Context: an optimization exercise on an open-source flow, tuned for small area. The choices shown serve that exercise and are no tape-out recipe. RTL that was checked went through simulation tests only; none was proved equivalent to the original. No driver is modelled on the clock port, so clocking that relies on it looks cheaper here than on a real chip. Power and IR drop assume default switching activity.

==> inputs of run a <==
==> flow/design.v <==
module register #(parameter W = 8) (
    input          clk,
    input          en,
    input  [W-1:0] d,
    output [W-1:0] q
    );
    reg [W-1:0] out_q;
    always @(posedge clk) begin
        if (en)
            out_q <= d;
    end
    assign q = out_q;
endmodule
module comparator(
    input  [7:0] input1,
    input  [7:0] input2,
    output       gt
    );
    wire [8:0] g;
    assign g[0] = 1'b0;
    genvar i;
    generate
        for (i = 0; i < 8; i = i + 1) begin : bit_gt
            assign g[i+1] = (input1[i] & ~input2[i]) | ((input1[i] | ~input2[i]) & g[i]);
        end
    endgenerate
    assign gt = g[8];
endmodule
`timescale 1ns / 1ps
module median_filter(
    input        clk,
    input  [7:0] i_data,
    input        en1,
    input        en2,
    output [7:0] o_med
    );
    localparam [7:0] INV_P = 8'h00;
    localparam [7:0] INV_LO1 = 8'h00;
    localparam [7:0] INV_MI1  = 8'h00;
    localparam [7:0] INV_HI1 = 8'hFF;
    localparam [7:0] INV_LO12 = 8'h00;
    localparam [7:0] INV_HI12 = 8'h00;
    reg  [7:0] p1_q, p2_q;
    reg        p2_gt_p1;
    wire [7:0] p1 = p1_q ^ INV_P;
    wire [7:0] p2 = p2_q ^ INV_P;
    reg  [7:0] lo1_q, mi1_q, hi1_q;
    wire [7:0] lo1 = lo1_q ^ INV_LO1;
    wire [7:0] mi1 = mi1_q ^ INV_MI1;
    wire [7:0] hi1 = hi1_q ^ INV_HI1;
    reg  [7:0] lo12_q, hi12_q, mi2_q;
    reg        mi1_gt_mi2;
    wire [7:0] lo12 = lo12_q ^ INV_LO12;
    wire [7:0] hi12 = hi12_q ^ INV_HI12;
    wire [7:0] mi2  = mi2_q ^ INV_MI1;
    reg  [7:0] med_n2, med_n1, med_o;
    wire p1_gt_d, p2_gt_d;
    comparator c_p1d (.input1(p1), .input2(i_data), .gt(p1_gt_d));
    comparator c_p2d (.input1(p2), .input2(i_data), .gt(p2_gt_d));
    wire lo_d  = p2_gt_p1 ? p1_gt_d : p2_gt_d;
    wire lo_p1 = p2_gt_p1 & ~p1_gt_d;
    wire lo_p2 = ~p2_gt_p1 & ~p2_gt_d;
    wire hi_d  = p2_gt_p1 ? ~p2_gt_d : ~p1_gt_d;
    wire hi_p1 = ~p2_gt_p1 & p1_gt_d;
    wire hi_p2 = p2_gt_p1 & p2_gt_d;
    wire mi_d  = ~lo_d & ~hi_d;
    wire mi_p1 = ~lo_p1 & ~hi_p1;
    wire mi_p2 = ~lo_p2 & ~hi_p2;
    wire [7:0] lo0 = ({8{lo_p2}} & p2) | ({8{lo_p1}} & p1) | ({8{lo_d}} & i_data);
    wire [7:0] mi0 = ({8{mi_p2}} & p2) | ({8{mi_p1}} & p1) | ({8{mi_d}} & i_data);
    wire [7:0] hi0 = ({8{hi_p2}} & p2) | ({8{hi_p1}} & p1) | ({8{hi_d}} & i_data);
    wire lo0_gt_lo12, hi0_gt_hi12;
    comparator c_lo (.input1(lo0), .input2(lo12), .gt(lo0_gt_lo12));
    comparator c_hi (.input1(hi0), .input2(hi12), .gt(hi0_gt_hi12));
    wire [7:0] lo_max = lo0_gt_lo12 ? lo0 : lo12;
    wire [7:0] hi_min = hi0_gt_hi12 ? hi12 : hi0;
    wire mi0_gt_mi1, mi0_gt_mi2;
    comparator c_m1 (.input1(mi0), .input2(mi1), .gt(mi0_gt_mi1));
    comparator c_m2 (.input1(mi0), .input2(mi2), .gt(mi0_gt_mi2));
    wire m_0 = mi0_gt_mi1 ^ mi0_gt_mi2;
    wire m_1 = ~m_0 & (mi0_gt_mi1 ~^ mi1_gt_mi2);
    wire m_2 = ~m_0 & (mi0_gt_mi1 ^ mi1_gt_mi2);
    wire [7:0] mi_med = ({8{m_0}} & mi0) | ({8{m_1}} & mi1) | ({8{m_2}} & mi2);
    wire a_gt_b, a_gt_c, b_gt_c;
    comparator c_ab (.input1(lo_max), .input2(mi_med), .gt(a_gt_b));
    comparator c_ac (.input1(lo_max), .input2(hi_min), .gt(a_gt_c));
    comparator c_bc (.input1(mi_med), .input2(hi_min), .gt(b_gt_c));
    wire sel_lo = a_gt_b ^ a_gt_c;
    wire sel_mi = ~sel_lo & (a_gt_b ~^ b_gt_c);
    wire sel_hi = ~sel_lo & (a_gt_b ^ b_gt_c);
    wire [7:0] med = ({8{sel_lo}} & lo_max) | ({8{sel_mi}} & mi_med) | ({8{sel_hi}} & hi_min);
    wire lo0_gt_lo1, hi0_gt_hi1;
    comparator c_l1 (.input1(lo0), .input2(lo1), .gt(lo0_gt_lo1));
    comparator c_h1 (.input1(hi0), .input2(hi1), .gt(hi0_gt_hi1));
    always @(posedge clk) begin
        if (en1) begin
            p1_q <= i_data ^ INV_P;
            p2_q <= p1_q;
            p2_gt_p1 <= p1_gt_d;
        end
        if (en2) begin
            lo1_q  <= lo0 ^ INV_LO1;
            mi1_q  <= mi0 ^ INV_MI1;
            hi1_q  <= hi0 ^ INV_HI1;
            lo12_q <= (lo0_gt_lo1 ? lo0 : lo1) ^ INV_LO12;
            hi12_q <= (hi0_gt_hi1 ? hi1 : hi0) ^ INV_HI12;
            mi2_q  <= mi1_q;
            mi1_gt_mi2 <= mi0_gt_mi1;
            med_n2 <= med;
            med_n1 <= med_n2;
            med_o  <= med_n1;
        end
    end
    assign o_med = med_o;
endmodule
==> flow/flow/run.sh <==
#!/bin/bash
# The standard layout, with these changes:
#  - synthesis maps the logic with several area-oriented ABC scripts (abc/)
#    and keeps the smallest result that is fast enough (see synth.tcl), and
#    leaves out the full/half adder extraction; every step that makes or
#    names registers is the standard one, so the registers are the same;
#  - the port buffers are the smallest buffer, sky130_fd_sc_hd__buf_1,
#    except en2's, which post_gpl.tcl makes a buf_4 (en2 has a large fanout);
#  - clock tree synthesis uses small clock buffers (clkbuf_4) and no dummy
#    loads; after it, post_cts.tcl upsizes each clock buffer whose flip-flop
#    clock pins would see a slow edge;
#  - timing repair sizes cells up but inserts no buffers
#    (SETUP_MOVE_SEQUENCE).
# Each step's full output is in orfs/logs/; make's output is in flow.log.
set -euo pipefail
W=$PWD
CTS="-sink_clustering_enable -repair_clock_nets -dont_use_dummy_load -root_buf sky130_fd_sc_hd__clkbuf_4 -buf_list sky130_fd_sc_hd__clkbuf_4"
sed -e "s#SYNTH_SCRIPT=[^ ]*#SYNTH_SCRIPT=$W/flow/synth.tcl ABC_SCRIPT_DIR=$W/flow/abc BUFFER_PORTS_ARGS=\"-buffer_cell sky130_fd_sc_hd__buf_1\"#" \
    standard.sh > my_standard.sh
export CTS_ARGS="$CTS"
export SETUP_MOVE_SEQUENCE=unbuffer,sizeup,swap
export ABC_MAX_DELAY_PS=6600
export POST_GLOBAL_PLACE_TCL=$W/flow/post_gpl.tcl
export POST_CTS_TCL=$W/flow/post_cts.tcl
export CLOCK_SLEW_UPSIZE_NS=0.110
bash my_standard.sh > flow.log 2>&1
==> flow/flow/abc/s01.abc <==
strash
&get -n
&st
&synch2
&if -K 6 -a
&mfs
&st
&synch2
&put
dch -f
amap
topo
stime -p
==> flow/flow/abc/s02.abc <==
strash
&get -n
&st
&synch2
&put
dch -f
amap
topo
stime -p
==> flow/flow/abc/s03.abc <==
strash
&get -n
&st
&synch2
&put
dch -f
amap -F 2
topo
stime -p
==> flow/flow/abc/s04.abc <==
strash
&get -n
&st
&synch2
&if -K 4 -a
&mfs
&st
&synch2
&put
dch -f
amap
topo
stime -p
==> flow/flow/abc/s05.abc <==
strash
&get -n
&st
&synch2
&if -K 5 -a
&mfs
&st
&synch2
&put
dch -f
amap
topo
stime -p
==> flow/flow/abc/s06.abc <==
strash
&get -n
&st
&synch2
&if -K 6 -a
&mfs
&st
&synch2
&if -K 6 -a
&mfs
&st
&synch2
&put
dch -f
amap
topo
stime -p
==> flow/flow/abc/s07.abc <==
strash
&get -n
&st
&dch
&if -K 6 -a
&mfs
&st
&synch2
&put
dch -f
amap
topo
stime -p
==> flow/flow/abc/s08.abc <==
strash
&get -n
&st
&synch2
&if -K 6 -a
&mfs
&st
&synch2
&put
dch -f
amap
strash
dch -f
amap
topo
stime -p
==> flow/flow/abc/s09.abc <==
strash
&get -n
&st
&synch2
&if -K 6 -a
&mfs
&st
&synch2
&put
dch
amap
topo
stime -p
==> flow/flow/abc/s10.abc <==
strash
&get -n
&st
&syn2
&if -K 6 -a
&mfs
&st
&synch2
&put
dch -f
amap
topo
stime -p
==> flow/flow/abc/s11.abc <==
strash
&get -n
&nf -a -R 1000
&put
topo
stime -p
==> flow/flow/abc/s12.abc <==
strash
dch -f
amap
topo
stime -p
==> flow/flow/abc/s13.abc <==
strash
&get -n
&dch
&nf -a -R 1000
&put
topo
stime -p
==> flow/flow/abc/s14.abc <==
strash
&get -n
&st
&synch2
&if -K 6 -a
&mfs
&st
&synch2
&put
dch -f
amap -F 2 -A 4
topo
stime -p
==> flow/flow/abc/s15.abc <==
strash
&get -n
&st
&synch2
&if -K 6 -a
&mfs
&st
&synch2
&put
dch -f
amap -F 1 -A 8
topo
stime -p
==> flow/flow/abc/s16.abc <==
strash
&get -n
&st
&synch2
&if -K 6 -a
&mfs
&st
&synch2
&put
dch -f
amap -F 4 -A 4
topo
stime -p
==> flow/flow/abc/s17.abc <==
strash
&get -n
&st
&synch2
&if -K 6 -a
&mfs
&st
&synch2
&put
dch -f
amap -m
topo
stime -p
==> flow/flow/abc/s18.abc <==
strash
dch -f
amap -F 2 -A 4
topo
stime -p
==> flow/flow/abc/s19.abc <==
strash
dch -f
amap -F 4 -A 4
topo
stime -p
==> flow/flow/post_cts.tcl <==
# After clock tree synthesis: a clock buffer whose flip-flop clock pins see
# a slow edge is replaced by the next larger clock buffer, then the
# placement is legalised again.
estimate_parasitics -placement
set upsized 0
foreach inst [get_cells *] {
  set master [get_property $inst ref_name]
  if { $master ne "sky130_fd_sc_hd__clkbuf_4" } { continue }
  set out [get_pins -of_objects $inst -filter "direction == output"]
  set net [get_nets -of_objects $out]
  set worst 0
  foreach p [get_pins -of_objects $net -filter "direction == input"] {
    set sink [get_property [get_cells -of_objects $p] ref_name]
    if { [string match "*clkbuf*" $sink] } { continue }
    set s [get_property $p slew_max]
    if { $s > $worst } { set worst $s }
  }
  if { $worst > $::env(CLOCK_SLEW_UPSIZE_NS) } {
    puts "post_cts: [get_property $inst full_name] worst sink slew $worst ns, upsized to clkbuf_8"
    replace_cell $inst sky130_fd_sc_hd__clkbuf_8
    incr upsized
  }
}
if { $upsized > 0 } {
  detailed_placement
  check_placement -verbose
  estimate_parasitics -placement
}
puts "post_cts: $upsized clock buffers upsized"
==> flow/flow/post_gpl.tcl <==
# After global placement: en2 drives the load enable of nearly every
# register, so its port buffer is a sky130_fd_sc_hd__buf_4 instead of the
# smallest buffer.
foreach port {en2} {
  set net [get_nets $port]
  foreach pin [get_pins -of_objects $net -filter "direction == input"] {
    set inst [get_cells -of_objects $pin]
    if { [get_property $inst ref_name] eq "sky130_fd_sc_hd__buf_1" } {
      puts "post_gpl: [get_property $inst full_name] on port $port made sky130_fd_sc_hd__buf_4"
      replace_cell $inst sky130_fd_sc_hd__buf_4
    }
  }
}
==> flow/flow/synth.tcl <==
# synth_recipe.tcl, except for the ABC step and the adder extraction:
#  - full/half adder extraction is left out;
#  - the logic is mapped with each ABC script in ABC_SCRIPT_DIR (area
#    oriented, no delay target); of the mappings whose delay, as ABC's stime
#    estimates it, is at most ABC_MAX_DELAY_PS, the one with the smallest
#    cell area is kept (if none is, the fastest one).
# Every step that makes or names registers is the standard one.
proc synth {args} { yosys synth -nofsm -noshare {*}$args }
proc extract_fa {args} { puts "extract_fa skipped" }
proc abc {args} {
  set out {}
  set lib {}
  set skip 0
  set prev {}
  foreach a $args {
    if { $prev eq "-liberty" } { set lib $a }
    set prev $a
    if { $skip } { set skip 0; continue }
    if { $a eq "-script" || $a eq "-D" } { set skip 1; continue }
    lappend out $a
  }
  yosys design -save pre_abc
  set limit $::env(ABC_MAX_DELAY_PS)
  set best_area 1e30
  set best {}
  set fast_delay 1e30
  set fast {}
  foreach s [lsort [glob $::env(ABC_SCRIPT_DIR)/*.abc]] {
    yosys design -load pre_abc
    set log $::env(OBJECTS_DIR)/abc_try.log
    yosys tee -q -o $log abc -script $s {*}$out
    set fh [open $log r]
    set txt [read $fh]
    close $fh
    set delay 1e30
    foreach {m d} [regexp -all -inline {Delay\s*=\s*([0-9.]+)\s*ps} $txt] { set delay $d }
    set rpt $::env(OBJECTS_DIR)/abc_try.txt
    yosys tee -q -o $rpt stat -liberty $lib
    set fh [open $rpt r]
    set txt [read $fh]
    close $fh
    regexp {Chip area for module[^:]*:\s*([0-9.]+)} $txt -> area
    puts "ABC script [file tail $s]: area $area delay $delay ps"
    if { $delay <= $limit && $area < $best_area } {
      set best_area $area
      set best $s
      yosys design -save best_abc
    }
    if { $delay < $fast_delay } {
      set fast_delay $delay
      set fast $s
      yosys design -save fast_abc
    }
  }
  if { $best ne {} } {
    puts "ABC script kept: [file tail $best], area $best_area"
    yosys design -load best_abc
  } else {
    puts "ABC script kept (none within $limit ps): [file tail $fast], delay $fast_delay"
    yosys design -load fast_abc
  }
}
source $::env(SCRIPTS_DIR)/synth.tcl
# left out here: clear keep_hierarchy, flatten, clean up, hide names made inside functions, write 1_2_yosys.v
==> flow/standard.sh <==
#!/bin/bash
# synth_recipe.tcl (not shown) runs the flow's synth.tcl, then flattens the netlist and writes it again
# the make line also repeats each setting of config.mk as NAME=value (left out here)
make -C /OpenROAD-flow-scripts/flow DESIGN_CONFIG=/design/flow/config.mk WORK_HOME=/design/flow/orfs CLKGATE_MAP_FILE= SYNTH_SCRIPT=/design/flow/synth_recipe.tcl "${@:-finish}"
==> flow/config.mk <==
export PLATFORM = sky130hd
export DESIGN_NAME = median_filter
export DESIGN_NICKNAME = median_filter
export VERILOG_FILES = /design/flow/design.v
export SDC_FILE = /design/flow/constraint.sdc
export NUM_CORES = 4
export LEC_CHECK = 0
export ABC_AREA = 1
export CAP_MARGIN = 5
export CORE_MARGIN = 2
export CORE_UTILIZATION = 70
export GPL_TIMING_DRIVEN = 0
export SLEW_MARGIN = 5
==> flow/constraint.sdc <==
create_clock -name core_clock -period 10.0 [get_ports {clk}]
set_input_delay 2.0000 -clock core_clock [delete_from_list [all_inputs] [get_ports {clk}]]
set_output_delay 2.0000 -clock core_clock [all_outputs]
set_load 0.01 [all_outputs]
==> inputs of run b, as changes to run a <==
==> flow/design.v, changed modules only <==
module median_filter(
    input        clk,
    input  [7:0] i_data,
    input        en1,
    input        en2,
    output [7:0] o_med
    );
    localparam [7:0] INV_P = 8'hFF;
    localparam [7:0] INV_LO1 = 8'hFF;
    localparam [7:0] INV_MI1  = 8'h00;
    localparam [7:0] INV_HI1  = 8'h00;
    localparam [7:0] INV_LO12 = 8'h00;
    localparam [7:0] INV_HI12 = 8'hFF;
    reg  [7:0] p1_q, p2_q;
    reg        p2_gt_p1;
    wire [7:0] p1 = p1_q ^ INV_P;
    wire [7:0] p2 = p2_q ^ INV_P;
    reg  [7:0] lo1_q, mi1_q, hi1_q;
    wire [7:0] lo1 = lo1_q ^ INV_LO1;
    wire [7:0] mi1 = mi1_q ^ INV_MI1;
    wire [7:0] hi1 = hi1_q ^ INV_HI1;
    reg  [7:0] lo12_q, hi12_q, mi2_q;
    reg        mi1_gt_mi2;
    wire [7:0] lo12 = lo12_q ^ INV_LO12;
    wire [7:0] hi12 = hi12_q ^ INV_HI12;
    wire [7:0] mi2  = mi2_q ^ INV_MI1;
    reg  [7:0] med_n2, med_n1, med_o;
    wire p1_gt_d, p2_gt_d;
    comparator c_p1d (.input1(p1), .input2(i_data), .gt(p1_gt_d));
    comparator c_p2d (.input1(p2), .input2(i_data), .gt(p2_gt_d));
    reg [7:0] lo0, mi0, hi0;
    always @(*) begin
        if (p2_gt_p1) begin
            if (p1_gt_d) begin
                lo0 = i_data; mi0 = p1; hi0 = p2;
            end else if (p2_gt_d) begin
                lo0 = p1; mi0 = i_data; hi0 = p2;
            end else begin
                lo0 = p1; mi0 = p2; hi0 = i_data;
            end
        end else begin
            if (p2_gt_d) begin
                lo0 = i_data; mi0 = p2; hi0 = p1;
            end else if (p1_gt_d) begin
                lo0 = p2; mi0 = i_data; hi0 = p1;
            end else begin
                lo0 = p2; mi0 = p1; hi0 = i_data;
            end
        end
    end
    wire lo0_gt_lo12, hi0_gt_hi12;
    comparator c_lo (.input1(lo0), .input2(lo12), .gt(lo0_gt_lo12));
    comparator c_hi (.input1(hi0), .input2(hi12), .gt(hi0_gt_hi12));
    wire [7:0] lo_max = lo0_gt_lo12 ? lo0 : lo12;
    wire [7:0] hi_min = hi0_gt_hi12 ? hi12 : hi0;
    wire mi0_gt_mi1, mi0_gt_mi2;
    comparator c_m1 (.input1(mi0), .input2(mi1), .gt(mi0_gt_mi1));
    comparator c_m2 (.input1(mi0), .input2(mi2), .gt(mi0_gt_mi2));
    reg [7:0] mi_med;
    always @(*) begin
        if (mi0_gt_mi1 != mi0_gt_mi2)
            mi_med = mi0;
        else if (mi0_gt_mi1)
            mi_med = mi1_gt_mi2 ? mi1 : mi2;
        else
            mi_med = mi1_gt_mi2 ? mi2 : mi1;
    end
    wire a_gt_b, a_gt_c, b_gt_c;
    comparator c_ab (.input1(lo_max), .input2(mi_med), .gt(a_gt_b));
    comparator c_ac (.input1(lo_max), .input2(hi_min), .gt(a_gt_c));
    comparator c_bc (.input1(mi_med), .input2(hi_min), .gt(b_gt_c));
    reg [7:0] med;
    always @(*) begin
        if (a_gt_b != a_gt_c)
            med = lo_max;
        else if (a_gt_b)
            med = b_gt_c ? mi_med : hi_min;
        else
            med = b_gt_c ? hi_min : mi_med;
    end
    wire lo0_gt_lo1, hi0_gt_hi1;
    comparator c_l1 (.input1(lo0), .input2(lo1), .gt(lo0_gt_lo1));
    comparator c_h1 (.input1(hi0), .input2(hi1), .gt(hi0_gt_hi1));
    always @(posedge clk) begin
        if (en1) begin
            p1_q <= i_data ^ INV_P;
            p2_q <= p1_q;
            p2_gt_p1 <= p1_gt_d;
        end
        if (en2) begin
            lo1_q  <= lo0 ^ INV_LO1;
            mi1_q  <= mi0 ^ INV_MI1;
            hi1_q  <= hi0 ^ INV_HI1;
            lo12_q <= (lo0_gt_lo1 ? lo0 : lo1) ^ INV_LO12;
            hi12_q <= (hi0_gt_hi1 ? hi1 : hi0) ^ INV_HI12;
            mi2_q  <= mi1_q;
            mi1_gt_mi2 <= mi0_gt_mi1;
            med_n2 <= med;
            med_n1 <= med_n2;
            med_o  <= med_n1;
        end
    end
    assign o_med = med_o;
endmodule
==> flow/flow/run.sh (replaced) <==
#!/bin/bash
# The standard layout, with these changes:
#  - synthesis maps the logic with several area-oriented ABC scripts (abc/), keeping the smallest result,
#    and leaves out the full/half adder extraction; every step that makes
#    or names registers is the standard one, so the registers are the same;
#  - the port buffers are the smallest buffer, sky130_fd_sc_hd__buf_1,
#    except en2's, which post_gpl.tcl makes a buf_4 (en2 has a large fanout);
#  - clock tree synthesis uses small clock buffers (clkbuf_4) and no dummy
#    loads; after it, post_cts.tcl upsizes each clock buffer whose flip-flop
#    clock pins would see a slow edge.
# Each step's full output is in orfs/logs/; make's output is in flow.log.
set -euo pipefail
W=$PWD
CTS="-sink_clustering_enable -repair_clock_nets -dont_use_dummy_load -root_buf sky130_fd_sc_hd__clkbuf_4 -buf_list sky130_fd_sc_hd__clkbuf_4"
sed -e "s#SYNTH_SCRIPT=[^ ]*#SYNTH_SCRIPT=$W/flow/synth.tcl ABC_SCRIPT_DIR=$W/flow/abc BUFFER_PORTS_ARGS=\"-buffer_cell sky130_fd_sc_hd__buf_1\"#" \
    standard.sh > my_standard.sh
export CTS_ARGS="$CTS"
export SETUP_MOVE_SEQUENCE=unbuffer,sizeup,swap
export RECOVER_POWER=100
export ABC_MAX_DELAY_PS=6600
export POST_GLOBAL_PLACE_TCL=$W/flow/post_gpl.tcl
export POST_CTS_TCL=$W/flow/post_cts.tcl
export CLOCK_SLEW_UPSIZE_NS=0.115
bash my_standard.sh > flow.log 2>&1
==> inputs of run c, as changes to run a <==
==> flow/design.v, changed modules only <==
module median_filter(
    input        clk,
    input  [7:0] i_data,
    input        en1,
    input        en2,
    output [7:0] o_med
    );
    localparam [7:0] INV_P = 8'hFF;
    localparam [7:0] INV_LO1 = 8'hFF;
    localparam [7:0] INV_MI1 = 8'hFF;
    localparam [7:0] INV_HI1  = 8'h00;
    localparam [7:0] INV_LO12 = 8'h00;
    localparam [7:0] INV_HI12 = 8'hFF;
    reg  [7:0] p1_q, p2_q;
    reg        p2_gt_p1;
    wire [7:0] p1 = p1_q ^ INV_P;
    wire [7:0] p2 = p2_q ^ INV_P;
    reg  [7:0] lo1_q, mi1_q, hi1_q;
    wire [7:0] lo1 = lo1_q ^ INV_LO1;
    wire [7:0] mi1 = mi1_q ^ INV_MI1;
    wire [7:0] hi1 = hi1_q ^ INV_HI1;
    reg  [7:0] lo12_q, hi12_q, mi2_q;
    reg        mi1_gt_mi2;
    wire [7:0] lo12 = lo12_q ^ INV_LO12;
    wire [7:0] hi12 = hi12_q ^ INV_HI12;
    wire [7:0] mi2  = mi2_q ^ INV_MI1;
    reg  [7:0] med_n2, med_n1, med_o;
    wire p1_gt_d, p2_gt_d;
    comparator c_p1d (.input1(p1), .input2(i_data), .gt(p1_gt_d));
    comparator c_p2d (.input1(p2), .input2(i_data), .gt(p2_gt_d));
    reg [7:0] lo0, mi0, hi0;
    always @(*) begin
        if (p2_gt_p1) begin
            if (p1_gt_d) begin
                lo0 = i_data; mi0 = p1; hi0 = p2;
            end else if (p2_gt_d) begin
                lo0 = p1; mi0 = i_data; hi0 = p2;
            end else begin
                lo0 = p1; mi0 = p2; hi0 = i_data;
            end
        end else begin
            if (p2_gt_d) begin
                lo0 = i_data; mi0 = p2; hi0 = p1;
            end else if (p1_gt_d) begin
                lo0 = p2; mi0 = i_data; hi0 = p1;
            end else begin
                lo0 = p2; mi0 = p1; hi0 = i_data;
            end
        end
    end
    wire lo0_gt_lo12, hi0_gt_hi12;
    comparator c_lo (.input1(lo0), .input2(lo12), .gt(lo0_gt_lo12));
    comparator c_hi (.input1(hi0), .input2(hi12), .gt(hi0_gt_hi12));
    wire [7:0] lo_max = lo0_gt_lo12 ? lo0 : lo12;
    wire [7:0] hi_min = hi0_gt_hi12 ? hi12 : hi0;
    wire mi0_gt_mi1, mi0_gt_mi2;
    comparator c_m1 (.input1(mi0), .input2(mi1), .gt(mi0_gt_mi1));
    comparator c_m2 (.input1(mi0), .input2(mi2), .gt(mi0_gt_mi2));
    reg [7:0] mi_med;
    always @(*) begin
        if (mi0_gt_mi1 != mi0_gt_mi2)
            mi_med = mi0;
        else if (mi0_gt_mi1)
            mi_med = mi1_gt_mi2 ? mi1 : mi2;
        else
            mi_med = mi1_gt_mi2 ? mi2 : mi1;
    end
    wire a_gt_b, a_gt_c, b_gt_c;
    comparator c_ab (.input1(lo_max), .input2(mi_med), .gt(a_gt_b));
    comparator c_ac (.input1(lo_max), .input2(hi_min), .gt(a_gt_c));
    comparator c_bc (.input1(mi_med), .input2(hi_min), .gt(b_gt_c));
    reg [7:0] med;
    always @(*) begin
        if (a_gt_b != a_gt_c)
            med = lo_max;
        else if (a_gt_b)
            med = b_gt_c ? mi_med : hi_min;
        else
            med = b_gt_c ? hi_min : mi_med;
    end
    wire lo0_gt_lo1, hi0_gt_hi1;
    comparator c_l1 (.input1(lo0), .input2(lo1), .gt(lo0_gt_lo1));
    comparator c_h1 (.input1(hi0), .input2(hi1), .gt(hi0_gt_hi1));
    always @(posedge clk) begin
        if (en1) begin
            p1_q <= i_data ^ INV_P;
            p2_q <= p1_q;
            p2_gt_p1 <= p1_gt_d;
        end
        if (en2) begin
            lo1_q  <= lo0 ^ INV_LO1;
            mi1_q  <= mi0 ^ INV_MI1;
            hi1_q  <= hi0 ^ INV_HI1;
            lo12_q <= (lo0_gt_lo1 ? lo0 : lo1) ^ INV_LO12;
            hi12_q <= (hi0_gt_hi1 ? hi1 : hi0) ^ INV_HI12;
            mi2_q  <= mi1_q;
            mi1_gt_mi2 <= mi0_gt_mi1;
            med_n2 <= med;
            med_n1 <= med_n2;
            med_o  <= med_n1;
        end
    end
    assign o_med = med_o;
endmodule
==> summary.txt <==
| metric | run b | run a | run c |
|---|---|---|---|
| DRC marker count from the first detailed-route iteration | 588 | 582 | 692 |
| Total Nets Final | 444 | 436 | 432 |
| Post-layout total power | 0.00127 W | 0.00123 W | 0.00128 W |
| Net switching component of the power | 0.000505 W | 0.000475 W | 0.000507 W |
| Capture endpoint of the worst hold path | med_n1[7] | med_n1[1] | med_o[4] |
| Unique cell type count in the Yosys netlist | 23 | 23 | 20 |
| Number of iterations in the first detailed-routing pass | 7 | 11 | 12 |
| Met1 layer wirelength in the final routing | 3970 µm | 3930 µm | 4100 µm |
| Ratio of cells with drive above 1 in the final layout | 4.64% | 5.67% | 5.97% |
| Met3 routed WL | 1010 µm | 1030 µm | 937 µm |
| Global-route met3 utilization | 5.93% | 4.85% | 5.14% |
| Area delta synth->final | 6.64% | 7.14% | 7.04% |
| Run status | failed layout checks | no timing/DRC/antenna violations | no timing/DRC/antenna violations |
| Violated checks | capacitance limit, slew limit | - | - |
| Final wirelength | 10,100 µm | 9980 µm | 10,500 µm |
| Placeable core region | 6280 µm² | 6280 µm² | 6240 µm² |
| Critical path arrival | 9500 ps | 9640 ps | 9630 ps |
| Worst Max-Slew Pin Slew | 3730 ps | 1080 ps | 993 ps |
| Largest driver fanout on the critical path | 11 | 9 | 10 |
| Max rail drop VDD | 220 µV | 171 µV | 199 µV |
| Simple-Gate Fraction of Synth Area | 5.44% | 4.49% | 4.24% |
| Area taken by multi-input logic gates | 1570 µm² | 1560 µm² | 1550 µm² |
For run a, only the layout was checked, not whether the RTL still works.

[re-timing with driven ports]
Ports are ideal in the flow. The routed layouts listed here were re-timed in OpenROAD.
Step 1 sets driving cells, clkbuf_16 on the clock port and buf_2 on the other inputs (assumed; they add their load-dependent delay and slew).
Step 2 times the ports against the registers' clock, not the clock port: input delays grow and output delays shrink by t, the midpoint of the rising clock arrivals with the driver on.
Slacks: ideal / step 1 / step 2; pairs: ideal / step 1.
run | shift t [ns] | setup WS [ns] | clock arrival spread, ns | cell pins on the clock port's net
run a | 0.441 | 0.496 / 0.495 / 0.054 | 0.038 / 0.037 | 1
run b | 0.447 | 0.633 / 0.635 / 0.189 | 0.040 / 0.039 | 1
run c | 0.447 | 0.516 / 0.523 / 0.076 | 0.029 / 0.028 | 1
For run b, which loses most, drivers alone change the setup slack by +0.002 ns; drivers and shift together by -0.444 ns.
